This design comes from an exercise in tuning for small area and a short achievable clock period on the open sky130 flow, not from production work.
In this exercise RTL edits were held to simulation tests only and were not proved equivalent to the original.
No activity file was given, so power comes from the tool's default toggle rates.

Setup of exp/harbor:
==> flow/design.v (excerpt) <==
module matrix_multi(input clk,
input wire rst,                  
input wire in_valid,             
input wire[127:0] buff_x,
output wire out_valid,           
output wire[95:0] buff_y);
Size: ~13,000 cells after synthesis, about 230 I/O pins, about 94,000 µm² of cells after synthesis.
==> flow/config.mk <==
export PLATFORM = sky130hd
export DESIGN_NAME = matrix_multi
export DESIGN_NICKNAME = matrix_multi
export VERILOG_FILES = /design/flow/design.v
export SDC_FILE = /design/flow/constraint.sdc
export NUM_CORES = 8
export LEC_CHECK = 0
export ABC_AREA = 1
export CAP_MARGIN = 20
export CORE_MARGIN = 2
export CORE_UTILIZATION = 70
export CTS_CLUSTER_DIAMETER = 100
export CTS_CLUSTER_SIZE = 24
export SLEW_MARGIN = 20
==> flow/constraint.sdc <==
create_clock -name core_clock -period 13.0 [get_ports {clk}]
set_input_delay 2.6000 -clock core_clock [delete_from_list [all_inputs] [get_ports {clk}]]
set_output_delay 2.6000 -clock core_clock [all_outputs]
set_load 0.01 [all_outputs]
standard.sh (not shown) runs the stock make flow with config.mk's settings and CLKGATE_MAP_FILE= SYNTH_SCRIPT=/design/flow/synth_recipe.tcl, a recipe that flattens the netlist after the stock synthesis.
==> flow/flow/run.sh <==
#!/bin/bash
# Own layout flow: the standard ORFS layout (standard.sh), with
#  - port buffers: buf_2 on inputs, buf_4 on outputs (a copy of the ORFS
#    scripts with that one change to global_place.tcl),
#  - timing repair aimed below the clock period.
set -euo pipefail
cp -r "$FLOW_HOME/scripts" scripts
sed -i 's/^\(\s*\)buffer_ports {\*}\[env_var_or_empty BUFFER_PORTS_ARGS\]/\1buffer_ports -inputs -buffer_cell sky130_fd_sc_hd__buf_2\n\1buffer_ports -outputs -buffer_cell sky130_fd_sc_hd__buf_4/' scripts/global_place.tcl
grep -n "buffer_ports" scripts/global_place.tcl > buffer_ports.log
export SCRIPTS_DIR="$PWD/scripts"
export SETUP_SLACK_MARGIN=9.3
bash standard.sh > standard.log 2>&1
Having completed the whole flow, exp/harbor delivered a layout that passed the timing, design-rule and antenna checks.
### exp/harbor -> exp/amber
==> flow/flow/run.sh <==
#!/bin/bash
# Own layout flow: the standard ORFS layout (standard.sh), with port
# buffers of a stronger drive and timing repair aimed below the clock period.
set -euo pipefail
export BUFFER_PORTS_ARGS="-buffer_cell sky130_fd_sc_hd__buf_4"
export SETUP_SLACK_MARGIN=9.2
bash standard.sh > standard.log 2>&1
==> comparison <==
Between exp/harbor and exp/amber, length of the first detailed-routing pass in iterations increased.
[compare] base=exp/harbor new=exp/amber: area fraction of clock buffers and clock inverters neither gained nor lost much, footprint of the multi-input gates lost 530 µm².
The share of total power in the clock network was comparable across exp/harbor and exp/amber.
There was hardly any difference in worst hold slack between exp/amber and exp/harbor.
exp/amber finished end to end and its layout was clean on timing, DRC and antenna.
> inputs changed (exp/amber -> exp/indigo)
Settings: ABC_AREA changed from 1 to 0.
==> flow/flow/run.sh <==
#!/bin/bash
# Own layout flow: the standard ORFS layout (standard.sh), with
#  - port buffers: buf_2 on inputs, buf_4 on outputs (a copy of the ORFS
#    scripts with that one change to global_place.tcl),
#  - timing repair aimed below the clock period.
set -euo pipefail
cp -r "$FLOW_HOME/scripts" scripts
sed -i 's/^\(\s*\)buffer_ports {\*}\[env_var_or_empty BUFFER_PORTS_ARGS\]/\1buffer_ports -inputs -buffer_cell sky130_fd_sc_hd__buf_2\n\1buffer_ports -outputs -buffer_cell sky130_fd_sc_hd__buf_4/' scripts/global_place.tcl
grep -n "buffer_ports" scripts/global_place.tcl > buffer_ports.log
export SCRIPTS_DIR="$PWD/scripts"
export SETUP_SLACK_MARGIN=9.2
bash standard.sh > standard.log 2>&1
Notes after the runs:
Of exp/indigo and exp/amber, it is exp/indigo that has the lower count of multi-input gates.
Of exp/amber and exp/indigo, the lower met3 usage in global routing belongs to exp/amber.
For the combined buffer and inverter count along the critical path, exp/indigo came in 2 higher than exp/amber did.
In exp/indigo, the initial antenna violation count came out 10 above the value in exp/amber.
exp/amber has a lower setup fix buffers added after clock tree synthesis than exp/indigo.

* * *

== job 101 ==
matrix_multi, a different RTL version from the one above (not shown whole).
Size: ~1600 flip-flops, ~230 I/O pins, roughly 92000 um2 of cells after synthesis.
Settings: LEC_CHECK=0, ABC_AREA=1, CAP_MARGIN=20, CORE_MARGIN=2, CORE_UTILIZATION=70, CTS_BUF_LIST=sky130_fd_sc_hd__clkbuf_8 sky130_fd_sc_hd__clkbuf_16, CTS_CLUSTER_DIAMETER=100, CTS_CLUSTER_SIZE=24, SLEW_MARGIN=20; clock period 13.0 ns.
==> flow/flow/run.sh <==
#!/bin/bash
# Own layout flow: the standard ORFS layout (standard.sh), with
#  - port buffers: buf_2 on inputs, buf_4 on outputs (a copy of the ORFS
#    scripts with that one change to global_place.tcl),
#  - timing repair aimed below the clock period.
set -euo pipefail
cp -r "$FLOW_HOME/scripts" scripts
sed -i 's/^\(\s*\)buffer_ports {\*}\[env_var_or_empty BUFFER_PORTS_ARGS\]/\1buffer_ports -inputs -buffer_cell sky130_fd_sc_hd__buf_2\n\1buffer_ports -outputs -buffer_cell sky130_fd_sc_hd__buf_4/' scripts/global_place.tcl
grep -n "buffer_ports" scripts/global_place.tcl > buffer_ports.log
export SCRIPTS_DIR="$PWD/scripts"
export SETUP_SLACK_MARGIN=9.2
bash standard.sh > standard.log 2>&1
Edits applied to the flow inputs when going from job 101 to job 102:
- removing CTS_BUF_LIST (formerly sky130_fd_sc_hd__clkbuf_8 sky130_fd_sc_hd__clkbuf_16)
==> comparison <==
Job 102 finished all stages; the layout is clean. The compound-cell area share of the yosys netlist of job 101 and that of job 102 are within noise of each other. Diff job 101..job 102 | total of buffers placed on input and output ports | unchanged. Synthesized area came out exactly the same in job 102 and job 101. As far as power is concerned, job 101 and job 102 perform about the same. Comparing job 102 against job 101, there is no change at all in number of cells on the critical path. Between job 102 and job 101, the difference in leakage power of the design is negligible. Clock network power: job 102 vs job 101, no meaningful difference.

## port drivers added, routing unchanged
How much do the figures lean on ideal ports? The routed layouts below were timed once more, with nothing changed but the port constraints. Step 1 assumes that a clkbuf_16 drives the clock port and a buf_2 every other input. Step 2 times the ports against the registers' clock, not the clock port: input delays grow and output delays shrink by t, the midpoint of the rising clock arrivals with the driver on. Three values: ideal ports, drivers, drivers and shift; two values: the first two.
| run | shift t [ns] | setup slack, ns | worst hold slack (ns) | clock arrival spread, ns | worst register clock-pin slew, ns |
|---|---|---|---|---|---|
| exp/harbor | 0.808 | 9.200 / 9.117 / 8.828 | 0.333 / 0.333 / 0.333 | 0.052 / 0.052 | 0.11 / 0.11 |
| exp/amber | 0.803 | 9.206 / 9.123 / 8.795 | 0.332 / 0.332 / 0.332 | 0.047 / 0.047 | 0.10 / 0.10 |
| exp/indigo | 0.835 | 8.177 / 8.177 / 8.177 | 0.332 / 0.332 / 0.332 | 0.054 / 0.054 | 0.12 / 0.12 |
| job 101 | 0.811 | 9.165 / 9.082 / 8.650 | 0.320 / 0.320 / 0.320 | 0.048 / 0.047 | 0.11 / 0.11 |
| job 102 | 0.809 | 9.164 / 9.080 / 8.655 | 0.319 / 0.319 / 0.319 | 0.043 / 0.043 | 0.10 / 0.10 |
After both steps setup and hold are still met in every run listed. For job 101, which loses most, drivers alone change the setup slack by -0.083 ns; drivers and shift together by -0.515 ns.
